From an optimization exercise on the open Yosys and OpenROAD flow, aimed at small area and a short achievable clock period; shortcuts taken in it are not production practice.

==> flow/design.v (excerpt) <==
module iir_DF1_Biquad (
  input clk,
  input rst,
  input signed [15:0] din,
  output signed [15:0] dout
);
  reg [15:0] y, xa, xb;
  reg rst_d;
  wire rst_y;
  reg [15:0] yc;   
  reg c0_0;
  reg c1_0;
  reg c2_0;
  reg c0_1;
  reg c1_1;
  reg c2_1;
  reg c0_2;
  reg c1_2;
  reg c2_2;
  reg c0_3;
  reg c1_3;
  reg c2_3;
  reg c0_4;
  reg c1_4;
  reg c2_4;
  reg c0_5;
  reg c1_5;
  reg c2_5;
  reg c0_6;
  reg c1_6;
  reg c2_6;
  reg c0_7;
  reg c1_7;
  reg c2_7;
  reg c0_8;
  reg c1_8;
  reg c2_8;
  reg c0_9;
  reg c1_9;
  reg c2_9;
  reg c0_10;
  reg c1_10;
  reg c2_10;
  reg c0_11;
  reg c1_11;
  reg c2_11;
  reg c0_12;
  reg c1_12;
  reg c2_12;
  reg c0_13;
  reg c1_13;
  reg c2_13;
  reg c0_14;
  reg c1_14;
  reg c2_14;
  reg c0_15;
  reg c1_15;
  reg c2_15;
  reg c0_16;
  reg c1_16;
  reg c2_16;
  reg c0_17;
  reg c1_17;
  reg c2_17;
  reg c0_18;
  reg c1_18;
  reg c2_18;
  reg c0_19;
  reg c1_19;
  reg c2_19;
  reg c0_20;
  reg c1_20;
  reg c2_20;
  reg c0_21;
  reg c1_21;
  reg c2_21;
  reg c0_22;
  reg c1_22;
  reg c2_22;
  reg c0_23;
  reg c1_23;
  reg c2_23;
  reg c0_24;
  reg c1_24;
  reg c2_24;
  reg c0_25;
  reg c1_25;
  reg c2_25;
  reg c0_26;
  reg c1_26;
  reg c1_27;
  reg c1_28;
  reg c0_29;
  wire hs1;
  wire hc2;
  wire s3;
  wire c4;
  wire hs5;
  wire hc6;
  wire k7;
  wire s8;
  wire c9;
  wire s10;
  wire c11;
  wire s12;
  wire c13;
  wire s14;
  wire c15;
  wire s16;
  wire c17;
  wire s18;
  wire c19;
  wire s20;
  wire c21;
  wire s22;
  wire c23;
  wire s24;
  wire c25;
  wire s26;
  wire c27;
  wire s28;
  wire c29;
  wire n30;
  wire s31;
  wire c32;
  wire s33;
  wire c34;
  wire s35;
  wire c36;
  wire s37;
  wire c38;
  wire s39;
  wire c40;
  wire hs41;
  wire hc42;
  wire k43;
  wire s44;
  wire c45;
  wire s46;
  wire c47;
  wire s48;
  wire c49;
  wire s50;
  wire c51;
  wire hs52;
  wire hc53;
  wire k54;
  wire s55;
  wire c56;
  wire s57;
  wire c58;
  wire s59;
  wire c60;
  wire s61;
  wire c62;
  wire hs63;
  wire hc64;
  wire k65;
  wire s66;
  wire c67;
  ...
==> flow/config.mk <==
export PLATFORM = sky130hd
export DESIGN_NAME = iir_DF1_Biquad
export DESIGN_NICKNAME = iir_DF1_Biquad
export VERILOG_FILES = /design/flow/design.v
export SDC_FILE = /design/flow/constraint.sdc
export NUM_CORES = 4
export LEC_CHECK = 0
export CAP_MARGIN = 20
export CORE_MARGIN = 2
export CORE_UTILIZATION = 60
export CTS_BUF_LIST = sky130_fd_sc_hd__clkbuf_8
export PLACE_DENSITY = 0.8
export SLEW_MARGIN = 20
export SYNTH_HIERARCHICAL = 1
export SYNTH_MINIMUM_KEEP_SIZE = 0
==> flow/constraint.sdc <==
create_clock -name core_clock -period 11.0 [get_ports {clk}]
set_input_delay 2.2000 -clock core_clock [delete_from_list [all_inputs] [get_ports {clk}]]
set_output_delay 2.2000 -clock core_clock [all_outputs]
set_load 0.01 [all_outputs]
standard.sh (not shown) runs the stock make flow with config.mk's settings and CLKGATE_MAP_FILE= SYNTH_SCRIPT=/design/flow/synth_recipe.tcl, a recipe that flattens the netlist after the stock synthesis.
==> flow/flow/run.sh <==
#!/bin/bash
# The standard layout (the standard.sh, standard synthesis unchanged) with a few
# settings changed: clock tree synthesis inserts no dummy loads, the port buffers are
# buf_2 cells instead of the default delay buffers, and timing repair aims for a
# setup slack of 6.7 ns rather than 0.
set -euo pipefail
export CTS_ARGS="-sink_clustering_enable -repair_clock_nets -buf_list sky130_fd_sc_hd__clkbuf_8 -dont_use_dummy_load"
export BUFFER_PORTS_ARGS="-buffer_cell sky130_fd_sc_hd__buf_2"
export SETUP_SLACK_MARGIN=6.7
bash standard.sh > standard.log 2>&1
The baseline ran to the end with no violations.
Rerun with:
==> flow/flow/run.sh (replaced) <==
#!/bin/bash
# The standard layout (the standard.sh, standard synthesis unchanged) with a few
# settings changed: clock tree synthesis inserts no dummy loads, the port buffers are
# buf_2 cells instead of the default delay buffers, and timing repair aims for a
# setup slack of 7.0 ns rather than 0.
set -euo pipefail
export CTS_ARGS="-sink_clustering_enable -repair_clock_nets -buf_list sky130_fd_sc_hd__clkbuf_8 -dont_use_dummy_load"
export BUFFER_PORTS_ARGS="-buffer_cell sky130_fd_sc_hd__buf_2"
export SETUP_SLACK_MARGIN=7.0
bash standard.sh > standard.log 2>&1
=>
- The changed run went through all stages and came out clean
- sequential share of layout area drops by 0.62 points
- global-route usage climbs by 0.88 points
- fmax went up by about 1.2%
- synthesized area does not change
- routed wire length rises by 9.6%
Rerun with:
==> flow/flow/run.sh (replaced) <==
#!/bin/bash
# The standard layout (the standard.sh, standard synthesis unchanged) with a few
# settings changed: clock tree synthesis inserts no dummy loads, the port buffers are
# buf_2 cells instead of the default delay buffers, and timing repair aims for a
# setup slack of 6.6 ns rather than 0.
set -euo pipefail
export CTS_ARGS="-sink_clustering_enable -repair_clock_nets -buf_list sky130_fd_sc_hd__clkbuf_8 -dont_use_dummy_load"
export BUFFER_PORTS_ARGS="-buffer_cell sky130_fd_sc_hd__buf_2"
export SETUP_SLACK_MARGIN=6.6
bash standard.sh > standard.log 2>&1
After rerunning: The changed run finished with timing, DRC and antenna clean; critical path depth is unchanged; clock skew went up by 0.0069 ns; core utilization fell by 2.7 points; flip-flop and latch count does not change; wire length decreases by a little under a tenth; final area shrinks by a few percent; setup slack degrades by 0.17 ns; die area does not change; fmax decreases by a few percent; global-route usage goes down by 0.88 points.
Function was not checked in any run of this note: the RTL went through the layout flow alone.

## separate check: timing with driven ports
Ports are ideal in the flow. The routed layouts listed here were re-timed in OpenROAD.
Step 1 sets driving cells, clkbuf_16 on the clock port and buf_2 on the other inputs (assumed; they add their load-dependent delay and slew).
Step 2 moves the port delays by t, midway between the first and last clock arrival at a register: inputs arrive t later, outputs are due t later. That takes back most of the time a late clock gives input paths.
a / b / c = ideal ports / drivers / drivers and shift; a / b = the first two.
run | shift t [ns] | slack for setup (ns) | worst hold slack (ns) | latest minus earliest clock arrival (ns) | pins driven straight from the clock port
the first run | 0.480 | 6.865 / 6.865 / 6.865 | 0.465 / 0.465 / 0.465 | 0.034 / 0.034 | 1
the second run | 0.484 | 6.914 / 6.914 / 6.855 | 0.461 / 0.461 / 0.461 | 0.026 / 0.025 | 1
the third run | 0.480 | 6.749 / 6.749 / 6.749 | 0.467 / 0.467 / 0.467 | 0.033 / 0.034 | 1
After both steps every run listed still meets setup and hold. The setup slack of the second run, which loses most, moves by 0.000 ns with the drivers and by -0.059 ns with both steps.
